This design comes from an exercise in tuning for small area and a short achievable clock period on the open sky130 flow, not from production work.
Only simulation tests tie the RTL to the original design; equivalence was not proved.

[design/flow/run.sh]
#!/bin/bash
# synth_recipe.tcl (not shown) runs the flow's synth.tcl, then flattens the netlist and writes it again
# the make line also repeats each setting of config.mk as NAME=value (left out here)
make -C /OpenROAD-flow-scripts/flow DESIGN_CONFIG=/design/flow/config.mk WORK_HOME=/design/flow/orfs CLKGATE_MAP_FILE= SYNTH_SCRIPT=/design/flow/synth_recipe.tcl finish
[design/flow/config.mk]
export PLATFORM = sky130hd
export DESIGN_NAME = IEEE754_Mult
export DESIGN_NICKNAME = IEEE754_Mult
export VERILOG_FILES = /design/flow/design.v
export SDC_FILE = /design/flow/constraint.sdc
export NUM_CORES = 4
export LEC_CHECK = 0
export CAP_MARGIN = 20
export CORE_MARGIN = 2
export CORE_UTILIZATION = 40
export SLEW_MARGIN = 20
[design/flow/constraint.sdc]
create_clock -name core_clock -period 11.0 [get_ports {clock}]
set_input_delay 2.2000 -clock core_clock [delete_from_list [all_inputs] [get_ports {clock}]]
set_output_delay 2.2000 -clock core_clock [all_outputs]
set_load 0.01 [all_outputs]
[design/flow/design.v]
module IEEE754_Mult
(
	input clock,
	input resetn,
	input [31:0] a,
	input [31:0] b,
	output reg [31:0] y
);
	wire sign;
	assign sign = (a[31] ^ b[31]);
	wire [7:0] exp_;
	assign exp_ = (a[30:23] + b[30:23]) + 8'b10000001;
	wire [23:0] mnts_a, mnts_b;
	assign mnts_a = {1'b1, a[22:0]};
	assign mnts_b = {1'b1, b[22:0]};
	wire [47:0] mnts_;
	assign mnts_ = (mnts_a * mnts_b);
	wire signed [24:0] mnts;
	assign mnts = mnts_[47:23];
	wire nrm_bit = mnts[24];
	wire [7:0] exp;
	assign exp = exp_ + nrm_bit;
	wire [22:0] mnts_res;
	assign mnts_res = nrm_bit ? mnts[23:1] : mnts[22:0];
	reg [31:0] y1;
	always @(posedge clock) 
	begin
		if (!resetn) begin
			y1 <= 32'h00000000;
			y <= 32'h00000000;
		end else begin
			if (a == 32'h00000000 || b == 32'h00000000) begin
				y1 <= 32'h00000000;
			end else begin
				y1 <= {sign, exp, mnts_res};
			end
			y <= y1;
		end
	end
endmodule
==> parameters.txt <==
Parameter                              Value

Status
  Outcome    complete, no violations

Critical path
  Family with the most delay on the worst path    adder cells
  CP endpoint kind    flop
  Top fanout value on the critical path    12
  Bufs and invs on worst path    6
  Stage delay of the slowest cell on the critical path    0.99 ns
  Critical-path cell with the highest stage delay    sky130_fd_sc_hd__clkdlybuf4s50_1
  Library cell appearing most often on the critical path    sky130_fd_sc_hd__fa_1
  Worst path required time    11.17 ns
  CP arrival    10.63 ns
  Startpoint-to-endpoint class of the critical path    in2reg
  Crit start category    input port

CTS
  Buffer count from post-CTS setup fixing    0
  Post-cts sizing count    0
  TritonCTS clock tree    yes
  Clock slew at the register clock pins of the worst setup and hold paths    0.05 ns
  Longest Clk Path Bufs    2
  Num Clock Sinks    64
  Root buffer cell    sky130_fd_sc_hd__clkbuf_16
  Clock network latency to the later pin of the worst-skew pair    0.32 ns
  Clock buffer count from CTS    9
  Hold bufs inserted after CTS    0
  H-tree depth    3

Global routing
  First-pass GRT wire length    98,040 um
  Initial antenna violation count    0
  Total overflow reported by the global router    0
  Aggregate global-route resource usage    23.68%
  Pin count of the biggest net entering global routing    35
  Number of global-route vias before repair    17,990

Final layout
  Antenna fix cells    0
  Number of nets in the final layout    3,199
  Synthesis-to-layout area growth    12.52%
  Proportion of layout cells with a drive suffix above 1    5.499%
  Fraction of the core area covered by cells at the end of the flow    45.78%
  Post-route cell area    23,630 um^2
  Filler cell count in the final layout    4,938

Timing
  Transition at the pin with the smallest max-transition slack    1.013 ns
  Count of endpoints failing hold in the final timing report    0
  Pins over their slew limit    0
  Final number of setup-violating endpoints    0
  Portion of the clock cycle consumed by the worst path in the final layout    95.11%
  Setup Skew    0.004545 ns
  RSZ-0062 raised after global routing    no
  Time the final worst path needs with I/O delays and setup    10.46 ns
  Final TNS setup    0 ns
  Max frequency    95.59 MHz
  Worst-case headroom to the max-slew limit    32.32%

Synth
  Cell variety after synth    64
  Compound-Gate Fraction of Synth Area    5.749%
  Warning count from the yosys run    1
  Adder-Cell Fraction of Synth Area    56.79%
  Library cell with the highest instance count after synthesis    sky130_fd_sc_hd__inv_1
  Part of the Yosys area used for sequential elements    6.101%
  Synth cell count leaders    sky130_fd_sc_hd__inv_1 (570), sky130_fd_sc_hd__fa_1 (482), sky130_fd_sc_hd__nand2_1 (307), sky130_fd_sc_hd__and2_1 (248), sky130_fd_sc_hd__ha_1 (182)
  Largest family of logic cells by synthesized area    adder cells
  Number of flops mapped to enable cells by yosys    0
  Primary FF master, synth    sky130_fd_sc_hd__dfxtp_1
  Proportion of synthesized area in mux cells    0.1906%
  Total of flip-flops plus latches after synthesis    64
  Synthesized Nets    3,102
  Async set-reset flop share out of synthesis    0%
  Share of synthesized cell area in and, or, nand and nor gates    17.25%
  Number of instances in the synthesized netlist    2,372
  XOR/XNOR Fraction of Synth Area    1.335%
  Leading cell types by total area after synthesis    sky130_fd_sc_hd__fa_1 (46%), sky130_fd_sc_hd__ha_1 (11%), sky130_fd_sc_hd__inv_1 (10%)
  Biggest area consumer among synthesized cells    sky130_fd_sc_hd__fa_1
  Combined area of all synthesized cells    21,000 um^2
  Top cell type's share of synthesized area    45.95%
  Syn_area_per_cell    8.854 um^2

Floorplanning
  Number of placed I/O pins    98
  Die Footprint    54,350 um^2
  Core ar.    51,610 um^2
  Core Rows    83
  Initial Util    40.69%
  Vertical extent of the die    233.1 um
  Chip width    233.1 um

Route
  Routed via count    16,068
  Antenna viol nets, final    0
  Vias per cell    5.096
  Number of DRC violations after detailed-routing iteration 0    998
  Remaining design rule violation count    0
  Wirelength per Cell    19.31 um
  TritonRoute pass-1 iters    6
  Total Routed Length    60,880 um

Placed design
  Instance area after placement    23,340 um^2
  Quantity of I/O buffers inserted on ports    97
  DP HPWL    49,820 um
  Routability cong.    0.9355

Worst hold path
  Class of the worst hold path    reg2reg

Run
  Max-cap violation count    0
## final cells by class
cell class              count  area (um^2)  area share [%]
inverters                 572         2147           9.086
well taps                 680        850.8           3.601
flip-flops and latches     64         1281           5.422
clock buffers               9        225.2          0.9531
clock inverters             6        61.31          0.2595
repair buffers            204         1987           8.408
multi-input cells        1618        17080           72.27
## per-stage QoR
step / setup WS (ns) / hold WS (ns) / instances
finish: 0.5381 / 0.4287 / 3153
floorplan: 1.291 / 0.4118 / 2372
global route: 0.08751 / 0.4476 / 3153
global placement: 0.1993 / 0.4136 / 3138
detailed placement: 0.1971 / 0.4181 / 3138
CTS: 0.5495 / 0.4325 / 3153
## layout by cell type, fill, tap and decap left out, types with 3 or more instances in the layout
master and n:
sky130_fd_sc_hd__and3_1 9, sky130_fd_sc_hd__a211oi_1 7, sky130_fd_sc_hd__dfxtp_1 64, sky130_fd_sc_hd__o21ai_0 23
sky130_fd_sc_hd__buf_4 90, sky130_fd_sc_hd__nor3_1 24, sky130_fd_sc_hd__o211ai_1 4, sky130_fd_sc_hd__and2_1 248
sky130_fd_sc_hd__mux2i_1 4, sky130_fd_sc_hd__o21a_1 7, sky130_fd_sc_hd__buf_12 17, sky130_fd_sc_hd__a21oi_1 63
sky130_fd_sc_hd__nor4_1 18, sky130_fd_sc_hd__a31oi_1 5, sky130_fd_sc_hd__xnor2_1 22, sky130_fd_sc_hd__o21ai_1 18
sky130_fd_sc_hd__nand4_1 14, sky130_fd_sc_hd__clkdlybuf4s50_1 97, sky130_fd_sc_hd__fa_1 482, sky130_fd_sc_hd__clkbuf_16 9
sky130_fd_sc_hd__nand2_1 307, sky130_fd_sc_hd__or3_1 3, sky130_fd_sc_hd__a21o_1 27, sky130_fd_sc_hd__xor2_1 10
sky130_fd_sc_hd__nor2_1 63, sky130_fd_sc_hd__nor2b_1 5, sky130_fd_sc_hd__nand3b_1 3, sky130_fd_sc_hd__clkinv_2 3
sky130_fd_sc_hd__ha_1 182, sky130_fd_sc_hd__nand3_1 23, sky130_fd_sc_hd__inv_1 570, sky130_fd_sc_hd__o21bai_1 7
## sequential cells by signal (all words and copies together), names as in the netlist
register and cells:
y 32, y1 32
## cells by family (layout without fill, tap and decap cells)
logic type,after synthesis,count (layout)
flip-flops,64,64
multiplexers,4,4
AO/OA/AOI/OAI,189,189
XOR/XNOR,32,32
adder cells (fa/ha/maj),664,664
buffers and inverters,690,791
AND/OR/NAND/NOR,729,729
## metal layers
layer	share of wire (%)	vias to the layer above	track usage, %
met1	39	8109	29.59
met5	0	-	0
met3	7.3	149	4.175
met2	48	584	40.25
li1	-	7226	-
met4	5.0	0	10.13
## final timing paths
path	startpoint	end	slack, ns	cells past startpoint
setup / recovery	b[22]	y1[30]	0.54	32
hold / removal	y1[24]	y[24]	0.43	1
setup reg to reg	y1[19]	y[19]	10.44	1
hold reg to reg	y1[24]	y[24]	0.43	1

==> what the ideal ports hide <==
No port has a modelled driver above. Below, the same layout with a new extraction and two added sets of constraints.
Step 1: set_driving_cell puts a clkbuf_16 on clock and a buf_2 on each other input, an assumption about the parent block.
Step 2 times the ports against the registers' clock, not the clock port: input delays grow and output delays shrink by t, the midpoint of the rising clock arrivals with the driver on.
Slacks: ideal ports / drivers / drivers and shift; pairs: ideal ports / drivers.
t, ns: 0.352
slack for setup (ns): 0.538 / 0.549 / 0.196
worst setup path after step 2: input to register
cell pins on the clock port's net: 1
After both steps this run still meets setup and hold. The setup slack of this run moves by +0.011 ns with the drivers and by -0.342 ns with both steps.
